What follows belongs to an exercise in optimizing a design on an open flow for small area; a production flow would make more cautious choices. Function was not checked in any run shown here: the RTL went through the layout flow alone. Power and IR drop assume default switching activity.

<file path="flow/design.v">
`timescale 1ns / 1ps
module air_defense_top (
    input  wire         clk,
    input  wire         reset_n,
    input  wire [47:0]  data_in,
    input  wire         data_in_valid,
    output wire         in_ready,
    output wire [15:0]  x_curr,
    output wire [15:0]  y_curr,
    output wire [15:0]  z_curr,
    output wire [15:0]  x_pred,
    output wire [15:0]  y_pred,
    output wire [15:0]  z_pred,
    output wire         track_valid,
    input  wire         track_ready,
    output wire         target_moving,
    output wire         lock_active,
    output wire         fire_pulse
);
    reg         p_valid, p_pass;
    reg  [3:0]  pd_x, pd_y, pd_z;       
    reg         c_valid;
    reg  [3:0]  cd_x, cd_y, cd_z;       
    reg         a_valid;
    reg  [15:0] a_x, a_y, a_z;          
    reg  [2:0]  lock_cnt;               
    reg  [2:0]  st;                     
    reg  [15:0] tmo;
    reg         t_valid;
    reg  [15:0] t_x, t_y, t_z;          
    reg  [15:0] v_x, v_y, v_z;          
    reg  [15:0] q_x, q_y, q_z;          
    reg         win;                    
    reg         mv;                     
    reg         armed, fire;
    wire la = st[2];
    function [2:0] add2(input [1:0] a, input [1:0] b, input ci);
        integer i;
        reg c;
        begin
            c = ci;
            for (i = 0; i < 2; i = i + 1) begin
                add2[i] = a[i] ^ b[i] ^ c;
                c = (a[i] & b[i]) | (c & (a[i] ^ b[i]));
            end
            add2[2] = c;
        end
    endfunction
    function [14:0] add14(input [13:0] a, input [13:0] b, input ci);
        integer i;
        reg c;
        begin
            c = ci;
            for (i = 0; i < 14; i = i + 1) begin
                add14[i] = a[i] ^ b[i] ^ c;
                c = (a[i] & b[i]) | (c & (a[i] ^ b[i]));
            end
            add14[14] = c;
        end
    endfunction
    function [4:0] add4(input [3:0] a, input [3:0] b, input ci);
        integer i;
        reg c;
        begin
            c = ci;
            for (i = 0; i < 4; i = i + 1) begin
                add4[i] = a[i] ^ b[i] ^ c;
                c = (a[i] & b[i]) | (c & (a[i] ^ b[i]));
            end
            add4[4] = c;
        end
    endfunction
    function [5:0] add5(input [4:0] a, input [4:0] b, input ci);
        integer i;
        reg c;
        begin
            c = ci;
            for (i = 0; i < 5; i = i + 1) begin
                add5[i] = a[i] ^ b[i] ^ c;
                c = (a[i] & b[i]) | (c & (a[i] ^ b[i]));
            end
            add5[5] = c;
        end
    endfunction
    function [8:0] add8(input [7:0] a, input [7:0] b, input ci);
        integer i;
        reg c;
        begin
            c = ci;
            for (i = 0; i < 8; i = i + 1) begin
                add8[i] = a[i] ^ b[i] ^ c;
                c = (a[i] & b[i]) | (c & (a[i] ^ b[i]));
            end
            add8[8] = c;
        end
    endfunction
    function [12:0] add12(input [11:0] a, input [11:0] b, input ci);
        integer i;
        reg c;
        begin
            c = ci;
            for (i = 0; i < 12; i = i + 1) begin
                add12[i] = a[i] ^ b[i] ^ c;
                c = (a[i] & b[i]) | (c & (a[i] ^ b[i]));
            end
            add12[12] = c;
        end
    endfunction
    function [4:0] pcheck(input [15:0] g, input [15:0] a, input [4:0] cm);
        reg [8:0] lo, hi;
        reg       hz, ho, fz, fo;
        reg [5:0] r;
        begin
            lo = add8(g[7:0],  ~a[7:0],  1'b1);    
            hi = add8(g[15:8], ~a[15:8], 1'b1);    
            hz = lo[8] ? (hi[8] & (hi[7:0] == 8'h00))
                       : (hi[8] & (hi[7:0] == 8'h01));
            ho = lo[8] ? (~hi[8] & (hi[7:0] == 8'hff))
                       : (hi[8] & (hi[7:0] == 8'h00));
            fz = hz & (lo[7:4] == 4'h0);
            fo = ho & (lo[7:4] == 4'hf);
            r  = add5(lo[4:0], ~cm, 1'b1);         
            r[5] = lo[4] ^ ~cm[4] ^ r[5];
            pcheck[4]   = (fz | fo) &
                          (((r[5:3] == 3'b000) & (r[2:0] <= 3'd4)) |
                           ((r[5:3] == 3'b111) & (r[2:0] >= 3'd4)));
            pcheck[3:0] = r[3:0];
        end
    endfunction
    wire [15:0] b_x = data_in[47:32];
    wire [15:0] b_y = data_in[31:16];
    wire [15:0] b_z = data_in[15:0];
    wire [15:0] g_x = b_x ^ (b_x >> 1);
    wire [15:0] g_y = b_y ^ (b_y >> 1);
    wire [15:0] g_z = b_z ^ (b_z >> 1);
    wire [4:0] cm_x = c_valid ? {cd_x[3], cd_x} : 5'd0;
    wire [4:0] cm_y = c_valid ? {cd_y[3], cd_y} : 5'd0;
    wire [4:0] cm_z = c_valid ? {cd_z[3], cd_z} : 5'd0;
    wire [4:0] pc_x = pcheck(g_x, a_x, cm_x);
    wire [4:0] pc_y = pcheck(g_y, a_y, cm_y);
    wire [4:0] pc_z = pcheck(g_z, a_z, cm_z);
    wire pass_now = pc_x[4] & pc_y[4] & pc_z[4];
    wire p_take = data_in_valid & ~p_valid;
    wire c_take = p_valid & ~c_valid;
    wire a_take = c_valid & ~a_valid;
    wire t_take = a_valid & ~t_valid & la;
    wire a_drop = a_valid & (~t_valid | ~la);
    assign in_ready = ~p_valid;
    wire near3 = (cd_x[2:0] != 3'b100) & (cd_y[2:0] != 3'b100) & (cd_z[2:0] != 3'b100);
    function [16:0] dcalc(input [15:0] a, input [15:0] t, input [3:0] cd);
        reg [12:0] lo;
        reg [4:0]  hv, hi, r;
        reg        hz, ho, sm;
        begin
            lo = add12(a[11:0],  ~t[11:0],  1'b1);
            hv = add4(a[15:12], ~t[15:12], lo[12]);
            hi = add4(a[15:12], ~t[15:12], 1'b1);      
            hz = lo[12] ? (hi[4] & (hi[3:0] == 4'h0))
                        : (hi[4] & (hi[3:0] == 4'h1));
            ho = lo[12] ? (~hi[4] & (hi[3:0] == 4'hf))
                        : (hi[4] & (hi[3:0] == 4'h0));
            sm = (hz & (lo[11:3] == 9'h000)) | (ho & (lo[11:3] == 9'h1ff));
            r  = add4(lo[3:0], cd, 1'b0);
            r[4] = lo[3] ^ cd[3] ^ r[4];                
            dcalc[16]   = ~(sm & ((r == 5'd0) | (r == 5'd1) | (r == 5'h1f)));
            dcalc[15:0] = {hv[3:0], lo[11:0]};
        end
    endfunction
    wire [16:0] dc_x = dcalc(a_x, t_x, cd_x);
    wire [16:0] dc_y = dcalc(a_y, t_y, cd_y);
    wire [16:0] dc_z = dcalc(a_z, t_z, cd_z);
    wire mv_next = dc_x[16] | dc_y[16] | dc_z[16];
    wire [15:0] ad_x = a_valid ? v_x : {{12{cd_x[3]}}, cd_x};
    wire [15:0] ad_y = a_valid ? v_y : {{12{cd_y[3]}}, cd_y};
    wire [15:0] ad_z = a_valid ? v_z : {{12{cd_z[3]}}, cd_z};
    function [16:0] sadd(input [15:0] a, input [15:0] b);
        reg [14:0] lo;
        reg [2:0]  h0, h1;
        begin
            lo = add14(a[13:0], b[13:0], 1'b0);
            h0 = add2(a[15:14], b[15:14], 1'b0);
            h1 = add2(a[15:14], b[15:14], 1'b1);
            sadd = {lo[14] ? h1 : h0, lo[13:0]};
        end
    endfunction
    wire [16:0] s_x = sadd(a_x, ad_x);
    wire [16:0] s_y = sadd(a_y, ad_y);
    wire [16:0] s_z = sadd(a_z, ad_z);
    function winf(input [15:0] v, input c);
        winf = ((v[15:2] == 14'd0) & ~c) |
               ((v[15:2] == 14'h3fff) & (v[1:0] != 2'd0) & c);
    endfunction
    wire win_next = winf(v_x, s_x[16]) & winf(v_y, s_y[16]) & winf(v_z, s_z[16]);
    wire found   = lock_cnt[2];
    wire locked  = (st == 3'b011) | (st == 3'b100);
    wire timeout = (tmo == 16'h290f);
    wire [15:0] tmo_step = {tmo[14:0], ~(tmo[15] ^ tmo[14] ^ tmo[12] ^ tmo[3])};
    reg [2:0] st_n;
    always @(*) begin
        case (st)
            3'b000:  st_n = found ? 3'b001 : 3'b000;
            3'b001:  st_n = found ? 3'b010 : 3'b000;
            3'b010:  st_n = found ? 3'b011 : 3'b000;
            3'b011:  st_n = 3'b100;
            3'b100:  st_n = timeout ? 3'b101 : 3'b100;
            default: st_n = 3'b000;
        endcase
    end
    wire fire_now = la & win & mv & ~armed;
    always @(posedge clk or negedge reset_n) begin
        if (!reset_n) begin
            p_valid  <= 1'b0;
            p_pass   <= 1'b0;
            pd_x     <= 4'd0;
            pd_y     <= 4'd0;
            pd_z     <= 4'd0;
            c_valid  <= 1'b0;
            cd_x     <= 4'd0;
            cd_y     <= 4'd0;
            cd_z     <= 4'd0;
            a_valid  <= 1'b0;
            a_x      <= 16'd0;
            a_y      <= 16'd0;
            a_z      <= 16'd0;
            lock_cnt <= 3'd0;
            st       <= 3'd0;
            tmo      <= 16'd0;
            t_valid  <= 1'b0;
            t_x      <= 16'd0;
            t_y      <= 16'd0;
            t_z      <= 16'd0;
            v_x      <= 16'd0;
            v_y      <= 16'd0;
            v_z      <= 16'd0;
            q_x      <= 16'd0;
            q_y      <= 16'd0;
            q_z      <= 16'd0;
            win      <= 1'b1;
            mv       <= 1'b0;
            armed    <= 1'b0;
            fire     <= 1'b0;
        end else begin
            if (p_take) begin
                p_valid <= 1'b1;
                p_pass  <= pass_now;
                pd_x    <= pc_x[3:0];
                pd_y    <= pc_y[3:0];
                pd_z    <= pc_z[3:0];
            end else if (c_take) begin
                p_valid <= 1'b0;
            end
            if (c_take) begin
                if (p_pass) begin
                    c_valid <= 1'b1;
                    cd_x    <= pd_x;
                    cd_y    <= pd_y;
                    cd_z    <= pd_z;
                end
            end else if (a_take) begin
                c_valid <= 1'b0;
            end
            if (a_take) begin
                a_valid <= 1'b1;
                a_x     <= s_x[15:0];
                a_y     <= s_y[15:0];
                a_z     <= s_z[15:0];
                if (near3) begin
                    if (!lock_cnt[2]) lock_cnt <= lock_cnt + 3'd1;
                end else begin
                    lock_cnt <= 3'd0;
                end
            end else if (a_drop) begin
                a_valid <= 1'b0;
            end
            st  <= st_n;
            tmo <= (locked & ~a_valid) ? tmo_step : 16'd0;
            if (t_take) begin
                t_valid <= 1'b1;
                t_x     <= a_x;
                t_y     <= a_y;
                t_z     <= a_z;
                v_x     <= dc_x[15:0];
                v_y     <= dc_y[15:0];
                v_z     <= dc_z[15:0];
                q_x     <= s_x[15:0];
                q_y     <= s_y[15:0];
                q_z     <= s_z[15:0];
                win     <= win_next;
            end else if (t_valid && track_ready) begin
                t_valid <= 1'b0;
            end
            if (a_take)
                mv <= mv_next;
            else if (t_take)
                mv <= 1'b0;
            fire  <= fire_now;
            armed <= fire_now | (armed & win);
        end
    end
    assign target_moving = mv;
    assign lock_active   = la;
    assign track_valid   = t_valid;
    assign fire_pulse    = fire;
    assign x_curr = t_x;
    assign y_curr = t_y;
    assign z_curr = t_z;
    assign x_pred = q_x;
    assign y_pred = q_y;
    assign z_pred = q_z;
endmodule
</file>
<file path="flow/flow/run.sh">
#!/bin/bash
# Standard layout (the standard.sh) with smaller port buffers, a clock
# tree without dummy loads.
set -euo pipefail
export BUFFER_PORTS_ARGS="-buffer_cell sky130_fd_sc_hd__buf_1"
export CTS_ARGS="-sink_clustering_enable -repair_clock_nets -dont_use_dummy_load -sink_clustering_size 16 -sink_clustering_max_diameter 45 -buf_list {sky130_fd_sc_hd__clkbuf_8}"

bash standard.sh > standard.log 2>&1
</file>
<file path="flow/standard.sh">
#!/bin/bash
# synth_recipe.tcl (not shown) runs the flow's synth.tcl, then flattens the netlist and writes it again
# the make line also repeats each setting of config.mk as NAME=value (left out here)
make -C /OpenROAD-flow-scripts/flow DESIGN_CONFIG=/design/flow/config.mk WORK_HOME=/design/flow/orfs CLKGATE_MAP_FILE= SYNTH_SCRIPT=/design/flow/synth_recipe.tcl "${@:-finish}"
</file>
<file path="flow/config.mk">
export PLATFORM = sky130hd
export DESIGN_NAME = air_defense_top
export DESIGN_NICKNAME = air_defense_top
export VERILOG_FILES = /design/flow/design.v
export SDC_FILE = /design/flow/constraint.sdc
export NUM_CORES = 4
export LEC_CHECK = 0
export CAP_MARGIN = 20
export CORE_MARGIN = 2
export CORE_UTILIZATION = 80
export PLACE_DENSITY = 0.85
export SLEW_MARGIN = 20
</file>
<file path="flow/constraint.sdc">
create_clock -name core_clock -period 6.5 [get_ports {clk}]
set_input_delay 1.3000 -clock core_clock [delete_from_list [all_inputs] [get_ports {clk}]]
set_output_delay 1.3000 -clock core_clock [all_outputs]
set_load 0.01 [all_outputs]
</file>
==> results of run 1 <==
flip-flops by register name, indices dropped and copies added (netlist names), 3 cells and up:
signal,count
a_x,16
a_y,16
a_z,16
cd_x,4
cd_y,4
cd_z,4
lock_cnt,3
pd_x,4
pd_y,4
pd_z,4
q_x,16
q_y,16
q_z,16
st,3
t_x,16
t_y,16
t_z,16
tmo,16
v_x,16
v_y,16
v_z,16
layer usage:
metal,track usage (%),vias up
met4,16.6,0
met1,48.1,5477
met3,6.77,151
met5,0,-
met2,65.7,570
li1,-,4772
cells in the final DEF, fill, tap and decap left out, drive strengths merged, types with 13 or more instances in the layout:
cell type,n
and2,19
dfrtp,246
clkbuf,32
inv,152
xor2,22
nor2,13
mux2,78
nand2,254
ha,35
o21ai,150
buf,183
nor4,22
fa,156
xnor2,37
nor3,13
nand4,22
worst paths after layout:
check,startpoint,slack [ps],cells after the start,to
hold / removal,tmo[4],480,1,tmo[5]
min in group asynchronous,reset_n,930,2,t_z[7]
max in group asynchronous,reset_n,4820,2,a_y[8]
setup / recovery,a_valid,-240,23,win
setup reg to reg,a_valid,-240,23,win
hold reg to reg,tmo[4],480,1,tmo[5]
kinds of logic after synthesis:
logic type	Yosys count	share of synthesized area (%)
buffers and inverters	204	5.23
adder cells (fa/ha/maj)	191	24.0
AND/OR/NAND/NOR	399	12.7
AO/OA/AOI/OAI	188	6.93
multiplexers	81	6.11
XOR/XNOR	59	3.48
flip-flops	247	41.6
what timing repair did:
action                                  CTS  global route
pin swaps                                 9             2
buffers inserted                          4             2
endpoints found under the setup margin    7             7
resized for setup                        21             8
power by group:
part | internal, mW | switching [mW]
sequential | 1.55 | 0.00761
combinational | 0.0639 | 0.105
clock | 0.419 | 0.532
cell type report:
cell class | instances | area (um2)
multi-input combinational | 918 | 8130
inverter | 152 | 571
clock buffer | 31 | 427
tap | 229 | 287
sequential | 247 | 6180
timing repair buffer | 184 | 843
fill | 753 | 1640
through the flow:
stage                     hold slack, ps  setup slack, ps  power (mW)
after global placement               453             -147        1.74
final                                484             -237        2.68
after CTS                            483             -218        2.67
after global routing                 507             -338        2.75
after floorplan                      443             -106        1.67
after detailed placement             466             -372        1.75
==> out/summary.txt, run 1 <==
root buf cell = clkbuf_8
DP Wirelength = 25900 um
CTS tree = yes
Routed WL per cell = 20.6 um
Top delay family on crit path = adder cells
Placement Cell Area = 0.0159 mm2
PwrDens = 163 mW/mm2
fin nets = 1777
YS warnings = 1
1st-pass router iterations = 6
Cell variety after synth = 53
crit end category = flip-flop
I/O Pins = 153
Slowest cell on crit path = dfrtp_2
CTS Buffer Depth = 3
final instance area = 0.0164 mm2
Min-Delay Path Class = flip-flop to flip-flop
startpoint types = flip-flop
share of cells above drive strength 1 = 12.5%
number of global-route vias before repair = 11752
Reg clk slew, reported paths = 80 ps
worst slew pin tran = 985 ps
CTS Buf Count = 31
Seq/Total Area, Yosys = 41.6%
synth-to-layout area growth = 10.6%
Final Skew = 47.0 ps
Residual DRC = 0
number of synthesized register bits = 247
hold buffer count at CTS = 0
Slew Viols, Final = 0
syn_nets = 1612
wire length on met3 = 2620 um
PortBufs = 152
top routing layer in use = met4
Synth Instances = 1369
Mapped Area = 0.0149 mm2
Worst Path Arrival = 7260 ps
first-pass GRT wire length = 58700 um
Vias = 10970
critical setup path kind = flip-flop to flip-flop
Ant. Diodes = 0
Syn Area/Cell = 10.9 um2
RD Place Congestion = 0.894
vias per std cell = 6.23
setup TNS = -930 ps
Die Y = 140 um
f_max = 0.148 GHz
Most used DFF post-synth = dfrtp_1
CP bufs+invs = 2
ANT nets after route = 0
RSZ-0062 raised after global routing = true
fin crit period = 6740 ps
Final Hold Fails = 0
largest net degree at the start of global routing = 181
CP most frequent cell = fa_2
initial antenna violation count = 0
Die X = 140 um
core footprint = 0.0181 mm2
H-tree lvl count = 1
Post-synth EDFFs = 0
period utilization = 104%
synth top area cells = dfrtp_1, fa_1, nand2_1
run status = failed layout checks
worst skew pair latency = 590 ps
Initial Utilization = 82.2%
Metal-1 WL = 13100 um
final std cells w/o fill = 1761
GRT Total Usage = 38.1%
Max Cap Viol = 0
Setup WS post-layout = -237 ps
crit path cell chain = buf_12, mux2_4, ha_4, fa_2, fa_2, fa_2, fa_2, fa_2, fa_2, fa_2, fa_2, fa_2, fa_2, fa_2, fa_2, inv_2, fa_2, mux2i_2, fa_2, nor4_2, nand4_1, a21oi_2, a22o_1
dominant cell by count in the synthesized netlist = nand2_1
Sink Count = 247
Max FO, Critical Path = 4
biggest cell delay along the critical path = 450 ps
data required time of the worst path = 7020 ps
cell type with the largest total area after synthesis = dfrtp_1
worst relative slew slack = 34.3%
Synth top area share = 41.4%
Die ar. = 0.0197 mm2
grt total ovfl = 0
final design utilization = 90.9%
layout check faults = setup timing
Commonest cells post-synth = nand2_1, dfrtp_1, fa_1
placed cells = 1725
final WL = 36200 um
row count = 49
Lkg Pwr = 7.62 nW
DR WL met2 = 18700 um
# setup viols final = 6
Worst VDD drop = 190 uV
Iter 0 DRT Violations = 974
Post-synth ARST share = 100%
==> run 2, diff against run 1 <==
--- a/flow/design.v
+++ b/flow/design.v
@@ -96,3 +96,3 @@
     endfunction
-    function [12:0] add12(input [11:0] a, input [11:0] b, input ci);
+    function [16:0] add16(input [15:0] a, input [15:0] b, input ci);
         integer i;
@@ -101,7 +101,7 @@
             c = ci;
-            for (i = 0; i < 12; i = i + 1) begin
-                add12[i] = a[i] ^ b[i] ^ c;
+            for (i = 0; i < 16; i = i + 1) begin
+                add16[i] = a[i] ^ b[i] ^ c;
                 c = (a[i] & b[i]) | (c & (a[i] ^ b[i]));
             end
-            add12[12] = c;
+            add16[16] = c;
         end
@@ -150,14 +150,15 @@
     function [16:0] dcalc(input [15:0] a, input [15:0] t, input [3:0] cd);
-        reg [12:0] lo;
-        reg [4:0]  hv, hi, r;
+        reg [14:0] lo;
+        reg [2:0]  hv, hi;
+        reg [4:0]  r;
         reg        hz, ho, sm;
         begin
-            lo = add12(a[11:0],  ~t[11:0],  1'b1);
-            hv = add4(a[15:12], ~t[15:12], lo[12]);
-            hi = add4(a[15:12], ~t[15:12], 1'b1);      
-            hz = lo[12] ? (hi[4] & (hi[3:0] == 4'h0))
-                        : (hi[4] & (hi[3:0] == 4'h1));
-            ho = lo[12] ? (~hi[4] & (hi[3:0] == 4'hf))
-                        : (hi[4] & (hi[3:0] == 4'h0));
-            sm = (hz & (lo[11:3] == 9'h000)) | (ho & (lo[11:3] == 9'h1ff));
+            lo = add14(a[13:0],  ~t[13:0],  1'b1);
+            hv = add2(a[15:14], ~t[15:14], lo[14]);
+            hi = add2(a[15:14], ~t[15:14], 1'b1);      
+            hz = lo[14] ? (hi[2] & (hi[1:0] == 2'h0))
+                        : (hi[2] & (hi[1:0] == 2'h1));
+            ho = lo[14] ? (~hi[2] & (hi[1:0] == 2'h3))
+                        : (hi[2] & (hi[1:0] == 2'h0));
+            sm = (hz & (lo[13:3] == 11'h000)) | (ho & (lo[13:3] == 11'h7ff));
             r  = add4(lo[3:0], cd, 1'b0);
@@ -165,3 +166,3 @@
             dcalc[16]   = ~(sm & ((r == 5'd0) | (r == 5'd1) | (r == 5'h1f)));
-            dcalc[15:0] = {hv[3:0], lo[11:0]};
+            dcalc[15:0] = {hv[1:0], lo[13:0]};
         end
@@ -175,20 +176,14 @@
     wire [15:0] ad_z = a_valid ? v_z : {{12{cd_z[3]}}, cd_z};
-    function [16:0] sadd(input [15:0] a, input [15:0] b);
-        reg [14:0] lo;
-        reg [2:0]  h0, h1;
+    wire [15:0] s_x = add16(a_x, ad_x, 1'b0);
+    wire [15:0] s_y = add16(a_y, ad_y, 1'b0);
+    wire [15:0] s_z = add16(a_z, ad_z, 1'b0);
+    function winf(input [15:0] a, input [15:0] v);
+        reg c2;
         begin
-            lo = add14(a[13:0], b[13:0], 1'b0);
-            h0 = add2(a[15:14], b[15:14], 1'b0);
-            h1 = add2(a[15:14], b[15:14], 1'b1);
-            sadd = {lo[14] ? h1 : h0, lo[13:0]};
+            c2 = (a[1] & v[1]) | ((a[1] | v[1]) & a[0] & v[0]);
+            winf = ((v[15:2] == 14'd0) & ~((a[15:2] == 14'h3fff) & c2)) |
+                   ((v[15:2] == 14'h3fff) & (v[1:0] != 2'd0) & ((a[15:2] != 14'd0) | c2));
         end
     endfunction
-    wire [16:0] s_x = sadd(a_x, ad_x);
-    wire [16:0] s_y = sadd(a_y, ad_y);
-    wire [16:0] s_z = sadd(a_z, ad_z);
-    function winf(input [15:0] v, input c);
-        winf = ((v[15:2] == 14'd0) & ~c) |
-               ((v[15:2] == 14'h3fff) & (v[1:0] != 2'd0) & c);
-    endfunction
-    wire win_next = winf(v_x, s_x[16]) & winf(v_y, s_y[16]) & winf(v_z, s_z[16]);
+    wire win_next = winf(a_x, v_x) & winf(a_y, v_y) & winf(a_z, v_z);
     wire found   = lock_cnt[2];
@@ -263,5 +258,5 @@
                 a_valid <= 1'b1;
-                a_x     <= s_x[15:0];
-                a_y     <= s_y[15:0];
-                a_z     <= s_z[15:0];
+                a_x     <= s_x;
+                a_y     <= s_y;
+                a_z     <= s_z;
                 if (near3) begin
@@ -284,5 +279,5 @@
                 v_z     <= dc_z[15:0];
-                q_x     <= s_x[15:0];
-                q_y     <= s_y[15:0];
-                q_z     <= s_z[15:0];
+                q_x     <= s_x;
+                q_y     <= s_y;
+                q_z     <= s_z;
                 win     <= win_next;
==> flow/flow/run.sh (replaced) <==
#!/bin/bash
# Standard layout (the standard.sh) with smaller port buffers, a clock
# tree without dummy loads, and power recovery (downsizing) after routing.
set -euo pipefail
export BUFFER_PORTS_ARGS="-buffer_cell sky130_fd_sc_hd__buf_1"
export CTS_ARGS="-sink_clustering_enable -repair_clock_nets -dont_use_dummy_load -sink_clustering_size 24 -sink_clustering_max_diameter 60 -buf_list {sky130_fd_sc_hd__clkbuf_4 sky130_fd_sc_hd__clkbuf_8}"

bash standard.sh > standard.log 2>&1
--- a/flow/config.mk
+++ b/flow/config.mk
@@ -9,4 +9,3 @@
 export CORE_MARGIN = 2
-export CORE_UTILIZATION = 80
-export PLACE_DENSITY = 0.85
+export CORE_UTILIZATION = 70
 export SLEW_MARGIN = 20
==> out/summary.txt, run 2 <==
hold buffer count at CTS = 0 (unchanged)
most frequent cells in the layout = nand2_1, dfrtp_1, buf_1
run status = failed layout checks
Most used DFF post-synth = dfrtp_1
Slowest cell on crit path = dfrtp_2
H-tree lvl count = 1 (unchanged)
row count = 53 (+8.2%)
number of synthesized register bits = 247 (unchanged)
Final Hold Fails = 0 (unchanged)
share of cells above drive strength 1 = 11.0% (-1.5 points)
ANT nets after route = 0 (unchanged)
CTS tree = yes
Worst Path Arrival = 6910 ps (-350 ps)
multi-input logic area = 0.00825 mm2 (+1.4%)
first-pass GRT wire length = 55600 um (-5.3%)
PwrDens = 153 mW/mm2 (-6.0%)
crit path cell chain = buf_8, mux2_4, ha_4, fa_2, fa_2, fa_2, fa_2, fa_2, fa_2, fa_2, fa_2, fa_2, fa_2, fa_2, fa_2, fa_2, fa_2, xnor2_2, xnor2_1, o21ai_1
fin nets = 1744 (-1.9%)
crit end category = flip-flop
grt total ovfl = 0 (unchanged)
PortBufs = 152 (unchanged)
critical setup path kind = flip-flop to flip-flop
synth top area cells = dfrtp_1, fa_1, nand2_1
CTS Buffer Depth = 3 (unchanged)
largest net degree at the start of global routing = 146 (-19%)
initial antenna violation count = 0 (unchanged)
I/O Pins = 153 (unchanged)
xor/xnor share of the synthesized area = 3.71% (+0.23 points)
Worst VDD drop = 174 uV (-8.7%)
worst relative slew slack = 33.3% (-1.0 points)
Post-synth ARST share = 100% (unchanged)
Vias = 10533 (-4.0%)
fin crit period = 6510 ps (-227 ps)
1st-pass router iterations = 5 (-1)
simple logic cell fraction of the synthesized area = 14.1% (+1.4 points)
root buf cell = clkbuf_8
Max Cap Viol = 0 (unchanged)
final WL = 34100 um (-5.9%)
startpoint types = flip-flop
Iter 0 DRT Violations = 912 (-6.4%)
Routed WL per cell = 19.1 um (-7.2%)
Lkg Pwr = 7.50 nW (-1.6%)
Sink Count = 247 (unchanged)
Max FO, Critical Path = 7 (+3)
GRT Total Usage = 31.9% (-6.2 points)
fill count = 1431 (+90%)
Die ar. = 0.0224 mm2 (+14%)
Initial Utilization = 71.0% (-11 points)
Commonest cells post-synth = nand2_1, dfrtp_1, fa_1
Synth top area share = 41.4% (about the same)
combinational family with the most area after synthesis = adder cells
CTS Buf Count = 21 (-32%)
Synth Area in Adders = 22.6% (-1.3 points)
core footprint = 0.0210 mm2 (+16%)
cell type with the largest total area after synthesis = dfrtp_1
Placement Cell Area = 0.0159 mm2 (+0.28%)
Die X = 150 um (+6.7%)
Mapped Area = 0.0149 mm2 (about the same)
Setup WS post-layout = -10.1 ps (+227 ps)
syn_nets = 1599 (-0.81%)
Synth Instances = 1368 (-0.073%)
Slew Viols, Final = 0 (unchanged)
commonest non-fill, non-tap cell in the layout = nand2_1
RD Place Congestion = 0.879 (-1.6%)
RSZ-0062 raised after global routing = true
data required time of the worst path = 6900 ps (-120 ps)
DP Wirelength = 25700 um (-0.77%)
# setup viols final = 2 (-4)
vias per std cell = 5.90 (-5.3%)
Seq/Total Area, Yosys = 41.6% (about the same)
Syn Area/Cell = 10.9 um2 (+0.13%)
Final Skew = 76.8 ps (+29.9 ps)
setup TNS = -17.1 ps (+913 ps)
Die Y = 150 um (+6.7%)
mux contribution to synthesized area = 6.51% (+0.40 points)
layout check faults = setup timing
f_max = 0.154 GHz (+3.5%)
dominant cell by count in the synthesized netlist = nand2_1
biggest cell delay along the critical path = 440 ps (about the same)
worst slew pin tran = 1000 ps (+15.2 ps)
number of global-route vias before repair = 10624 (-9.6%)
Post-synth EDFFs = 0 (unchanged)
YS warnings = 1 (unchanged)
Reg clk slew, reported paths = 120 ps (+40 ps)
CP most frequent cell = fa_2
Synth Area in Compound Gates = 6.91% (-0.012 points)
Ant. Diodes = 0 (unchanged)
worst skew pair latency = 570 ps (-20 ps)
final instance area = 0.0163 mm2 (-0.72%)
Cell variety after synth = 56 (+5.7%)
final design utilization = 77.9% (-13 points)
synth-to-layout area growth = 9.74%
Min-Delay Path Class = flip-flop to flip-flop
Register Area = 0.00619 mm2 (about the same)
period utilization = 100% (-3.5 points)
Residual DRC = 0 (unchanged)
Setup Fix Bufs, Post-CTS = 0 (-4)
-- run 2: critical path, delay by kind of cell (launching register included) --
kind	cells	cell delay, ps
flip-flops	1	440
buffers and inverters	1	150
multiplexers	1	320
AO/OA/AOI/OAI	1	70
XOR/XNOR	2	290
adder cells (fa/ha/maj)	15	5070
-- run 2: layout make-up --
cell class | count | area share (%)
clock buffers | 21 | 1.77
inverters | 130 | 2.99
multi-input cells | 941 | 50.5
repair buffers | 172 | 4.73
well taps | 275 | 2.11
flip-flops and latches | 247 | 37.9
-- run 2: cells by family after synthesis --
logic type                 after synthesis
and+or+nand+nor                        432
buffers and inverters                  180
muxes                                   86
adders and majority gates              179
DFF                                    247
xor gates and xnor gates                63
AOI/OAI and AO/OA                      181
-- run 2: per-layer routing --
layer  vias up  global-route usage [%]  share of wire (%)
li1       4823                       -                  -
met3        75                    5.03                6.1
met1      5240                    47.7                 44
met5         -                       0                  0
met2       395                    49.3                 47
met4         0                    9.39                2.6
-- run 2: report_power, final --
group          switching (mW)  leakage [nW]  internal [mW]  total, mW
logic                  0.0977          3.93         0.0623      0.160
clock network           0.494         0.151          0.290      0.784
registers             0.00673          3.42           1.55       1.56
-- run 2: final timing paths --
check | cells after the start | startpoint | slack [ps] | endpoint
max in group asynchronous | 2 | reset_n | 4380 | v_y[1]
min in group asynchronous | 1 | reset_n | 840 | q_x[4]
max reg2reg | 20 | a_valid | -10 | q_y[15]
max | 20 | a_valid | -10 | q_y[15]
min | 1 | pd_x[2] | 450 | cd_x[2]
min reg2reg | 1 | pd_x[2] | 450 | cd_x[2]
-- run 2: what timing repair did --
action	4_1_cts	5_1_grt
setup endpoints to repair	9	13
pin swaps	4	8
hold endpoints to repair	0	0
resized for setup	13	17
-- run 2: stage by stage --
stage	power [mW]	hold WS (ps)	setup WS, ps	std cells
2_1_floorplan	1.67	444	1.94	1368
3_3_place_gp	1.74	458	31.5	1764
3_5_place_dp	1.75	468	-143	1764
4_1_cts	2.52	453	-31.3	1785
5_1_grt	2.59	462	-147	1786
6_report	2.50	452	-10.1	1786
==> run 3, diff against run 2 <==
--- a/flow/design.v
+++ b/flow/design.v
@@ -60,2 +60,26 @@
     endfunction
+    function [3:0] add3(input [2:0] a, input [2:0] b, input ci);
+        integer i;
+        reg c;
+        begin
+            c = ci;
+            for (i = 0; i < 3; i = i + 1) begin
+                add3[i] = a[i] ^ b[i] ^ c;
+                c = (a[i] & b[i]) | (c & (a[i] ^ b[i]));
+            end
+            add3[3] = c;
+        end
+    endfunction
+    function [13:0] add13(input [12:0] a, input [12:0] b, input ci);
+        integer i;
+        reg c;
+        begin
+            c = ci;
+            for (i = 0; i < 13; i = i + 1) begin
+                add13[i] = a[i] ^ b[i] ^ c;
+                c = (a[i] & b[i]) | (c & (a[i] ^ b[i]));
+            end
+            add13[13] = c;
+        end
+    endfunction
     function [4:0] add4(input [3:0] a, input [3:0] b, input ci);
@@ -96,14 +120,2 @@
     endfunction
-    function [16:0] add16(input [15:0] a, input [15:0] b, input ci);
-        integer i;
-        reg c;
-        begin
-            c = ci;
-            for (i = 0; i < 16; i = i + 1) begin
-                add16[i] = a[i] ^ b[i] ^ c;
-                c = (a[i] & b[i]) | (c & (a[i] ^ b[i]));
-            end
-            add16[16] = c;
-        end
-    endfunction
     function [4:0] pcheck(input [15:0] g, input [15:0] a, input [4:0] cm);
@@ -150,4 +162,4 @@
     function [16:0] dcalc(input [15:0] a, input [15:0] t, input [3:0] cd);
-        reg [14:0] lo;
-        reg [2:0]  hv, hi;
+        reg [13:0] lo;
+        reg [3:0]  hv, hi;
         reg [4:0]  r;
@@ -155,10 +167,10 @@
         begin
-            lo = add14(a[13:0],  ~t[13:0],  1'b1);
-            hv = add2(a[15:14], ~t[15:14], lo[14]);
-            hi = add2(a[15:14], ~t[15:14], 1'b1);      
-            hz = lo[14] ? (hi[2] & (hi[1:0] == 2'h0))
-                        : (hi[2] & (hi[1:0] == 2'h1));
-            ho = lo[14] ? (~hi[2] & (hi[1:0] == 2'h3))
-                        : (hi[2] & (hi[1:0] == 2'h0));
-            sm = (hz & (lo[13:3] == 11'h000)) | (ho & (lo[13:3] == 11'h7ff));
+            lo = add13(a[12:0],  ~t[12:0],  1'b1);
+            hv = add3(a[15:13], ~t[15:13], lo[13]);
+            hi = add3(a[15:13], ~t[15:13], 1'b1);      
+            hz = lo[13] ? (hi[3] & (hi[2:0] == 3'h0))
+                        : (hi[3] & (hi[2:0] == 3'h1));
+            ho = lo[13] ? (~hi[3] & (hi[2:0] == 3'h7))
+                        : (hi[3] & (hi[2:0] == 3'h0));
+            sm = (hz & (lo[12:3] == 10'h000)) | (ho & (lo[12:3] == 10'h3ff));
             r  = add4(lo[3:0], cd, 1'b0);
@@ -166,3 +178,3 @@
             dcalc[16]   = ~(sm & ((r == 5'd0) | (r == 5'd1) | (r == 5'h1f)));
-            dcalc[15:0] = {hv[1:0], lo[13:0]};
+            dcalc[15:0] = {hv[2:0], lo[12:0]};
         end
@@ -176,5 +188,15 @@
     wire [15:0] ad_z = a_valid ? v_z : {{12{cd_z[3]}}, cd_z};
-    wire [15:0] s_x = add16(a_x, ad_x, 1'b0);
-    wire [15:0] s_y = add16(a_y, ad_y, 1'b0);
-    wire [15:0] s_z = add16(a_z, ad_z, 1'b0);
+    function [15:0] sadd(input [15:0] a, input [15:0] b);
+        reg [14:0] lo;
+        reg [2:0]  h0, h1;
+        begin
+            lo = add14(a[13:0], b[13:0], 1'b0);
+            h0 = add2(a[15:14], b[15:14], 1'b0);
+            h1 = add2(a[15:14], b[15:14], 1'b1);
+            sadd = {lo[14] ? h1[1:0] : h0[1:0], lo[13:0]};
+        end
+    endfunction
+    wire [15:0] s_x = sadd(a_x, ad_x);
+    wire [15:0] s_y = sadd(a_y, ad_y);
+    wire [15:0] s_z = sadd(a_z, ad_z);
     function winf(input [15:0] a, input [15:0] v);
==> flow/flow/run.sh (replaced) <==
#!/bin/bash
# Standard layout (the standard.sh) with smaller port buffers, a clock
# tree without dummy loads.
set -euo pipefail
export BUFFER_PORTS_ARGS="-buffer_cell sky130_fd_sc_hd__buf_1"
export CTS_ARGS="-sink_clustering_enable -repair_clock_nets -dont_use_dummy_load -sink_clustering_size 16 -sink_clustering_max_diameter 45 -buf_list {sky130_fd_sc_hd__clkbuf_8}"

bash standard.sh > standard.log 2>&1
--- a/flow/config.mk
+++ b/flow/config.mk
@@ -9,3 +9,4 @@
 export CORE_MARGIN = 2
-export CORE_UTILIZATION = 70
+export CORE_UTILIZATION = 80
+export PLACE_DENSITY = 0.85
 export SLEW_MARGIN = 20
==> out/summary.txt, run 3 <==
Stages on worst setup path = 19 (-5.0%)
startpoint types = flip-flop
crit end category = flip-flop
Lkg Pwr = 7.60 nW (+1.4%)
Synth Instances = 1404 (+2.6%)
Residual DRC = 0 (unchanged)
1st-pass router iterations = 5 (unchanged)
Most used DFF post-synth = dfrtp_1
final WL = 37200 um (+9.0%)
Final Skew = 71.6 ps (-5.19 ps)
initial antenna violation count = 0 (unchanged)
GRT Total Usage = 39.0% (+7.1 points)
CTS tree = yes
dominant cell by count in the synthesized netlist = nand2_1
CP bufs+invs = 1 (unchanged)
critical setup path kind = flip-flop to flip-flop
Initial Utilization = 80.8% (+9.8 points)
root buf cell = clkbuf_8
clock share of power = 36.8% (+5.4 points)
Slowest cell on crit path = dfrtp_2
Top delay family on crit path = adder cells
largest net degree at the start of global routing = 198 (+36%)
biggest cell delay along the critical path = 430 ps (about the same)
grt total ovfl = 0 (unchanged)
Post-synth EDFFs = 0 (unchanged)
Commonest cells post-synth = nand2_1, dfrtp_1, fa_1, o21ai_0, inv_1
Iter 0 DRT Violations = 1089 (+19%)
Sequential Power Share = 57.0% (-5.2 points)
Worst Setup SP = a_valid
synth top area cells = dfrtp_1, fa_1, nand2_1
ANT nets after route = 0 (unchanged)
row count = 50 (-5.7%)
data required time of the worst path = 6850 ps (-50 ps)
Routed WL per cell = 20.8 um (+8.7%)
Reg clk slew, reported paths = 100 ps (-20 ps)
Syn Area/Cell = 10.7 um2 (-1.7%)
Slew Viols, Final = 0 (unchanged)
period utilization = 99.1% (-1.0 points)
vias per std cell = 6.33 (+7.4%)
H-tree lvl count = 2 (+1)
Vias = 11336 (+7.6%)
DP Wirelength = 26900 um (+4.6%)
Die Y = 141 um (-5.9%)
Internal = 2.08 mW (+9.4%)
Max Cap Viol = 0 (unchanged)
f_max = 0.155 GHz (+1.0%)
hold buffer count at CTS = 0 (unchanged)
number of global-route vias before repair = 11774 (+11%)
PortBufs = 152 (unchanged)
crit path cell chain = mux2_2, ha_1, fa_2, fa_2, fa_2, fa_1, fa_1, fa_1, fa_1, fa_2, fa_1, fa_2, fa_2, fa_1, inv_1, fa_2, mux2i_2, xnor2_1, o21ai_0
worst slew pin tran = 946 ps (-54.6 ps)
most frequent cells in the layout = nand2_1, dfrtp_1, buf_1
Die X = 141 um (-5.9%)
Die ar. = 0.0199 mm2 (-11%)
Worst VDD drop = 179 uV (+3.0%)
total power = 2.74 mW (+9.4%)
RR Startpoint = a_valid
fin crit period = 6440 ps (-66.6 ps)
share of cells above drive strength 1 = 10.5% (-0.45 points)
CTS Buffer Depth = 3 (unchanged)
PwrDens = 167 mW/mm2 (+9.0%)
final instance area = 0.0164 mm2 (+0.38%)
Max FO, Critical Path = 6 (-1)
Sink Count = 247 (unchanged)
RD Place Congestion = 0.903 (+2.7%)
CP most frequent cell = fa_2
Worst Reg-to-Reg Cells = 19 (-5.0%)
synth-to-layout area growth = 9.14%
syn_nets = 1641 (+2.6%)
Final Hold Fails = 0 (unchanged)
Placement Cell Area = 0.0159 mm2 (-0.29%)
# setup viols final = 0 (-2)
Cell variety after synth = 52 (-7.1%)
Ant. Diodes = 0 (unchanged)
first-pass GRT wire length = 60100 um (+8.1%)
Mapped Area = 0.0150 mm2 (+0.93%)
cell type with the largest total area after synthesis = dfrtp_1
number of synthesized register bits = 247 (unchanged)
Min-Delay Path Class = flip-flop to flip-flop
min-delay src = tmo[6]
commonest non-fill, non-tap cell in the layout = nand2_1
Seq/Total Area, Yosys = 41.2% (-0.38 points)
Post-synth ARST share = 100% (unchanged)
run status = complete, no violations
Synth top area share = 41.0% (-0.38 points)
switching share of power = 23.9% (about the same)
YS warnings = 1 (unchanged)
fin nets = 1795 (+2.9%)
setup TNS = 0 ps (+17.1 ps)
worst skew pair latency = 560 ps (about the same)
I/O Pins = 153 (unchanged)
Net Switching = 655 uW (+9.5%)
CTS Buf Count = 34 (+62%)
Worst Hold Depth = 1 (unchanged)
Combinational Power Share = 6.2% (-0.2 points)
worst relative slew slack = 36.8% (+3.5 points)
core footprint = 0.0186 mm2 (-11%)
Worst Path Arrival = 6800 ps (-110 ps)
fill count = 944 (-34%)
-- run 3: area by class of cell --
type	instances	area (um2)	share of cell area, %
Multi-Input combinational cell	963	8170	49.9
Tap cell	234	293	1.79
Sequential cell	247	6180	37.7
Clock buffer	34	468	2.86
Inverter	142	533	3.25
Timing Repair Buffer	170	738	4.51
-- run 3: cell families (layout without fill, tap and decap cells) --
family	count (synthesis)	after routing	synth area share [%]
simple gates	436	436	14.0
flops	247	247	41.2
compound gates	196	196	7.10
buf+inv	194	346	4.97
fa+ha+maj	185	185	22.9
mux	81	81	6.05
xor+xnor	65	65	3.79
-- run 3: metal layers --
metal | vias up | routed length (um) | global-route usage, %
met5 | - | 0 | 0
met4 | 0 | 1710 | 17.3
met3 | 143 | 3050 | 6.35
met2 | 641 | 18200 | 62.7
met1 | 5619 | 14200 | 53.9
li1 | 4933 | - | -
-- run 3: power by group through the flow --
stage                     logic, mW  registers [mW]  clock network [mW]
after floorplan              0.0871            1.58                   0
final                         0.169            1.56                1.01
after global placement        0.156            1.59                   0
after detailed placement      0.166            1.59                   0
after CTS                     0.170            1.56                1.01
after global routing          0.188            1.56                1.07
-- run 3: what timing repair did --
item	in CTS	in global routing
resized for setup	9	15
endpoints found under the setup margin	7	11
pin swaps	0	3
buffers inserted	0	1
-- run 3: worst paths after layout --
path	to	slack [ps]
worst max-delay path	q_z[15]	60
max in group asynchronous	v_z[11]	4360
worst max register to register	q_z[15]	60
worst min-delay path	tmo[7]	460
worst min register to register	tmo[7]	460
min in group asynchronous	pd_y[3]	810
-- run 3: per-stage QoR --
stage / setup slack [ps] / util, % / hold slack, ps / cells
after CTS: 3.32 / 88.0 / 466 / 1789
after detailed placement: -117 / 85.3 / 464 / 1755
after global placement: 19.7 / 85.3 / 455 / 1755
after global routing: -75.8 / 88.2 / 475 / 1790
final: 56.5 / 88.2 / 463 / 1790
after floorplan: 30.1 / - / 444 / 1404

==> what the ideal ports hide <==
The results above use ideal ports. As a check the final layouts listed here were re-extracted and re-timed, cells and wires unchanged.
Step 1, drivers: a clkbuf_16 drives clk and a buf_2 each remaining input, both assumed.
Step 2 also shifts input and output timing later by t, the mid clock arrival at the registers, as if the neighbouring blocks saw the same clock.
Slacks: no drivers / after step 1 / after step 2; pairs: no drivers / after step 1.
run	t, ns	slack for setup (ns)	slew at the worst register clock pin (ns)
run 1	0.611	-0.237 / -0.237 / -0.237	0.09 / 0.09
run 2	0.575	-0.010 / -0.010 / -0.010	0.12 / 0.12
run 3	0.561	0.056 / 0.056 / 0.056	0.10 / 0.10
